Background: an optimization exercise with open tools, aiming at small area. Do not read the settings as production practice.
At most, simulation tests tie the RTL to the original design; equivalence was not proved.
No driver is modelled on the clock port, so clock power and skew are understated where the tree is cut down; a real chip needs a root buffer or a tree.
Power is estimated from default activity; no workload was simulated.

== blue ==
==> module t1b_ultrasonic, before the edit <==
module t1b_ultrasonic(
    input clk_50M, reset, echo_rx,
    output reg trig,
    output op,
    output wire [15:0] distance_out
);
localparam [19:0] LF_A = 20'h9d693;
localparam [19:0] LF_B = 20'h6cd59;
localparam [19:0] LF_C = 20'hceb49;
localparam [19:0] LF_R = 20'h01d39;
localparam [19:0] M_A = 20'hfefde;
localparam [19:0] M_B = 20'hedbff;
localparam [19:0] M_C = 20'h7f7ef;
localparam [8:0] U_P = 9'h100;
localparam [8:0] U_S = 9'h000;
localparam [8:0] U_E = 9'h017;
localparam [8:0] M_U = 9'h0bd;    
localparam [1:0] S_IDLE = 2'd0, S_WF = 2'd1, S_WAIT = 2'd2, S_MEAS = 2'd3;
reg [19:0] lf;
reg [1:0]  sub;
reg [10:0] dreg;
reg        det;
reg [8:0]  u;
reg [4:0]  p;
reg [10:0] q;
wire at_b = ((lf & M_B) == (LF_B & M_B));
wire at_c = ((lf & M_C) == (LF_C & M_C));
reg at_c_d;
always @(posedge clk_50M) at_c_d <= at_c;
wire meas = (sub == S_MEAS);
wire cnt  = meas & echo_rx & ~at_c;    
wire ovf  = ((u & M_U) == (U_E & M_U));
wire lnext = p[4] | (p[3:0] == 4'd7);
wire ld  = meas & ~echo_rx & ~at_c;
wire clr = ((sub == S_IDLE) & at_b & ~echo_rx) |
           ((sub == S_WF) & ~echo_rx) |
           ((sub == S_WAIT) & at_c & ~echo_rx) |
           (meas & at_c);
always @(posedge clk_50M or negedge reset) begin
    if (!reset) begin
        lf   <= LF_R;
        sub  <= S_IDLE;
        trig <= 1'b0;
        dreg <= 11'd0;
        det  <= 1'b0;
    end else begin
        lf <= {lf[18:0], ~(lf[19] ^ lf[2]) ^ at_c};
        trig <= (at_c_d & (lf[1] == 1'b1)) | (trig & ~at_b);
        case (sub)
            S_IDLE: if (at_b) sub <= S_WF;
            S_WF:   sub <= echo_rx ? S_MEAS : S_WAIT;
            S_WAIT: if (echo_rx) sub <= S_MEAS; else if (at_c) sub <= S_IDLE;
            default: if (~cnt) sub <= S_IDLE;
        endcase
        if (ld | clr) begin
            dreg <= ld ? q : 11'd0;
            det  <= ld & (q < 11'd70);
        end
    end
end
always @(posedge clk_50M) begin
    if (!meas) begin
        u <= U_P;
        p <= 5'd0;
        q <= 11'd0;
    end else if (ovf) begin
        u <= lnext ? U_P : U_S;
        p <= p[4] ? 5'd0 : p + 5'd1;
        q <= q + 11'd1;
    end else begin
        u <= {u[7:0], ~(u[8] ^ u[4])};
    end
end
assign op = det;
assign distance_out = {5'd0, dreg};
endmodule
==> flow/config.mk <==
export PLATFORM = sky130hd
export DESIGN_NAME = t1b_ultrasonic
export DESIGN_NICKNAME = t1b_ultrasonic
export VERILOG_FILES = /design/flow/design.v
export SDC_FILE = /design/flow/constraint.sdc
export NUM_CORES = 4
export LEC_CHECK = 0
export CAP_MARGIN = 20
export CORE_MARGIN = 2
export CORE_UTILIZATION = 40
export SLEW_MARGIN = 20
==> flow/constraint.sdc <==
create_clock -name core_clock -period 20.0 [get_ports {clk_50M}]
set_input_delay 4.0000 -clock core_clock [delete_from_list [all_inputs] [get_ports {clk_50M}]]
set_output_delay 4.0000 -clock core_clock [all_outputs]
set_load 0.01 [all_outputs]
standard.sh (not shown) runs the stock make flow with config.mk's settings and CLKGATE_MAP_FILE= SYNTH_SCRIPT=/design/flow/synth_recipe.tcl, a recipe that flattens the netlist after the stock synthesis.
==> flow/flow/run.sh <==
#!/bin/bash
# The standard layout (standard.sh), with:
#  - an area-oriented ABC mapping in synthesis (flow/my_synth.tcl, flow/area.abc);
#    registers are mapped exactly as in the standard synthesis
#  - the smallest buffer on every port
#  - a flat clock tree: after CTS, flow/post_cts.tcl replaces CTS's tree with
#    three clock buffers, each driving a third of the flip-flops
#  - no timing-driven buffering in global placement, and one tie cell for
#    the constant outputs
set -euo pipefail
W=$(pwd)
export MY_ABC_SCRIPT=$W/flow/area.abc
export FLOW_SYNTH_TCL=$W/synth_recipe.tcl
bash standard.sh SYNTH_SCRIPT=$W/flow/my_synth.tcl ADDER_MAP_FILE= SYNTH_INSBUF=0 \
  "BUFFER_PORTS_ARGS=-buffer_cell sky130_fd_sc_hd__buf_1" \
  GPL_TIMING_DRIVEN=0 SKIP_REPAIR_TIE_FANOUT=1 \
  POST_CTS_TCL=$W/flow/post_cts.tcl \
  "CTS_ARGS=-sink_clustering_enable -sink_clustering_size 30 -sink_clustering_max_diameter 200 -buf_list sky130_fd_sc_hd__clkbuf_4 -root_buf sky130_fd_sc_hd__clkbuf_4 -dont_use_dummy_load -repair_clock_nets" \
  finish > flow_make.log 2>&1
Other scripts of this flow, unchanged in this note and not shown: flow/flow/area.abc, flow/flow/my_synth.tcl, flow/flow/post_cts.tcl
--- input diff blue..red ---
-- flow/design.v --
<<< blue, line 15
localparam [8:0] U_S = 9'h000;
localparam [8:0] U_E = 9'h017;
localparam [8:0] M_U = 9'h0bd;    
localparam [1:0] S_IDLE = 2'd0, S_WF = 2'd1, S_WAIT = 2'd2, S_MEAS = 2'd3;
reg [19:0] lf;
>>> red, line 15
localparam [8:0] U_S = 9'h000;
localparam [8:0] U_E = 9'h017;
localparam [1:0] S_IDLE = 2'd0, S_WF = 2'd1, S_WAIT = 2'd2, S_MEAS = 2'd3;
reg [19:0] lf;
<<< blue, line 24
reg [4:0]  p;
reg [10:0] q;
wire at_b = ((lf & M_B) == (LF_B & M_B));
wire at_c = ((lf & M_C) == (LF_C & M_C));
reg at_c_d;
always @(posedge clk_50M) at_c_d <= at_c;
wire meas = (sub == S_MEAS);
wire cnt  = meas & echo_rx & ~at_c;    
wire ovf  = ((u & M_U) == (U_E & M_U));
wire lnext = p[4] | (p[3:0] == 4'd7);
wire ld  = meas & ~echo_rx & ~at_c;
wire clr = ((sub == S_IDLE) & at_b & ~echo_rx) |
>>> red, line 23
reg [4:0]  p;
reg [10:0] q;
wire at_a = ((lf & M_A) == (LF_A & M_A));
wire at_b = ((lf & M_B) == (LF_B & M_B));
wire at_c = ((lf & M_C) == (LF_C & M_C));
wire meas = (sub == S_MEAS);
wire cnt  = meas & echo_rx & ~at_c;    
wire ovf  = (u == U_E);
wire lnext = (p == 5'd7) | (p == 5'd16);
wire ld  = meas & ~echo_rx & ~at_c;
wire clr = ((sub == S_IDLE) & at_b & ~echo_rx) |
<<< blue, line 46
    end else begin
        lf <= {lf[18:0], ~(lf[19] ^ lf[2]) ^ at_c};
        trig <= (at_c_d & (lf[1] == 1'b1)) | (trig & ~at_b);
        case (sub)
            S_IDLE: if (at_b) sub <= S_WF;
>>> red, line 44
    end else begin
        lf <= {lf[18:0], ~(lf[19] ^ lf[2]) ^ at_c};
        if (at_a) trig <= 1'b1;
        else if (at_b) trig <= 1'b0;
        case (sub)
            S_IDLE: if (at_b) sub <= S_WF;
<<< blue, line 66
    end else if (ovf) begin
        u <= lnext ? U_P : U_S;
        p <= p[4] ? 5'd0 : p + 5'd1;
        q <= q + 11'd1;
    end else begin
>>> red, line 65
    end else if (ovf) begin
        u <= lnext ? U_P : U_S;
        p <= (p == 5'd16) ? 5'd0 : p + 5'd1;
        q <= q + 11'd1;
    end else begin
[summary]
Worst slew slack as a fraction of its limit on red is ahead of blue. Min power attributed to the clock group across red and blue: red. Summary: with blue as the reference, synthesized cell count in red moved up by a few percent. [compare] base=blue new=red: worst slack at placement down 0.047 ns, core utilization down 1.0 points, full die area up 110 µm², routed wire length on met2 up 18%, maximum vdd drop down 27%. Measured against each other, red and blue differ in final total power, the higher figure coming from blue. red vs. blue: global-route usage climbed 0.66 points, routed wire length went up 10%. Diff blue -> red: number of sequential storage elements now smaller; final area up about 2.3%.
Only the layout flow was run in red; the RTL was not checked for function there. In every run of this note, the design's own scripts or RTL, not TritonCTS, make the clock network.

## port drivers added, routing unchanged
In the flow no input, the clock included, has a driving cell. The finished layouts below were timed again as built, in two steps. Step 1 (the two cells are an assumption about what drives the block):
set clk [get_ports {clk_50M}]
set_driving_cell -lib_cell sky130_fd_sc_hd__clkbuf_16 $clk
set_driving_cell -lib_cell sky130_fd_sc_hd__buf_2 [delete_from_list [all_inputs] $clk]
Step 2, shift: input delay + t, output delay - t, t = (earliest + latest rising clock arrival at the registers) / 2. This alone moves slack from input paths to output paths. a / b / c = ideal ports / drivers / drivers and shift; a / b = the first two.
run | t, ns | setup slack, ns | worst slew at a driven data input, ns
blue | 0.216 | 14.962 / 14.986 / 14.770 | 0.03
red | 0.210 | 14.907 / 14.910 / 14.700 | 0.04
After both steps setup and hold are still met in every run listed. The setup slack of red, which loses most, moves by +0.003 ns with the drivers and by -0.207 ns with both steps.
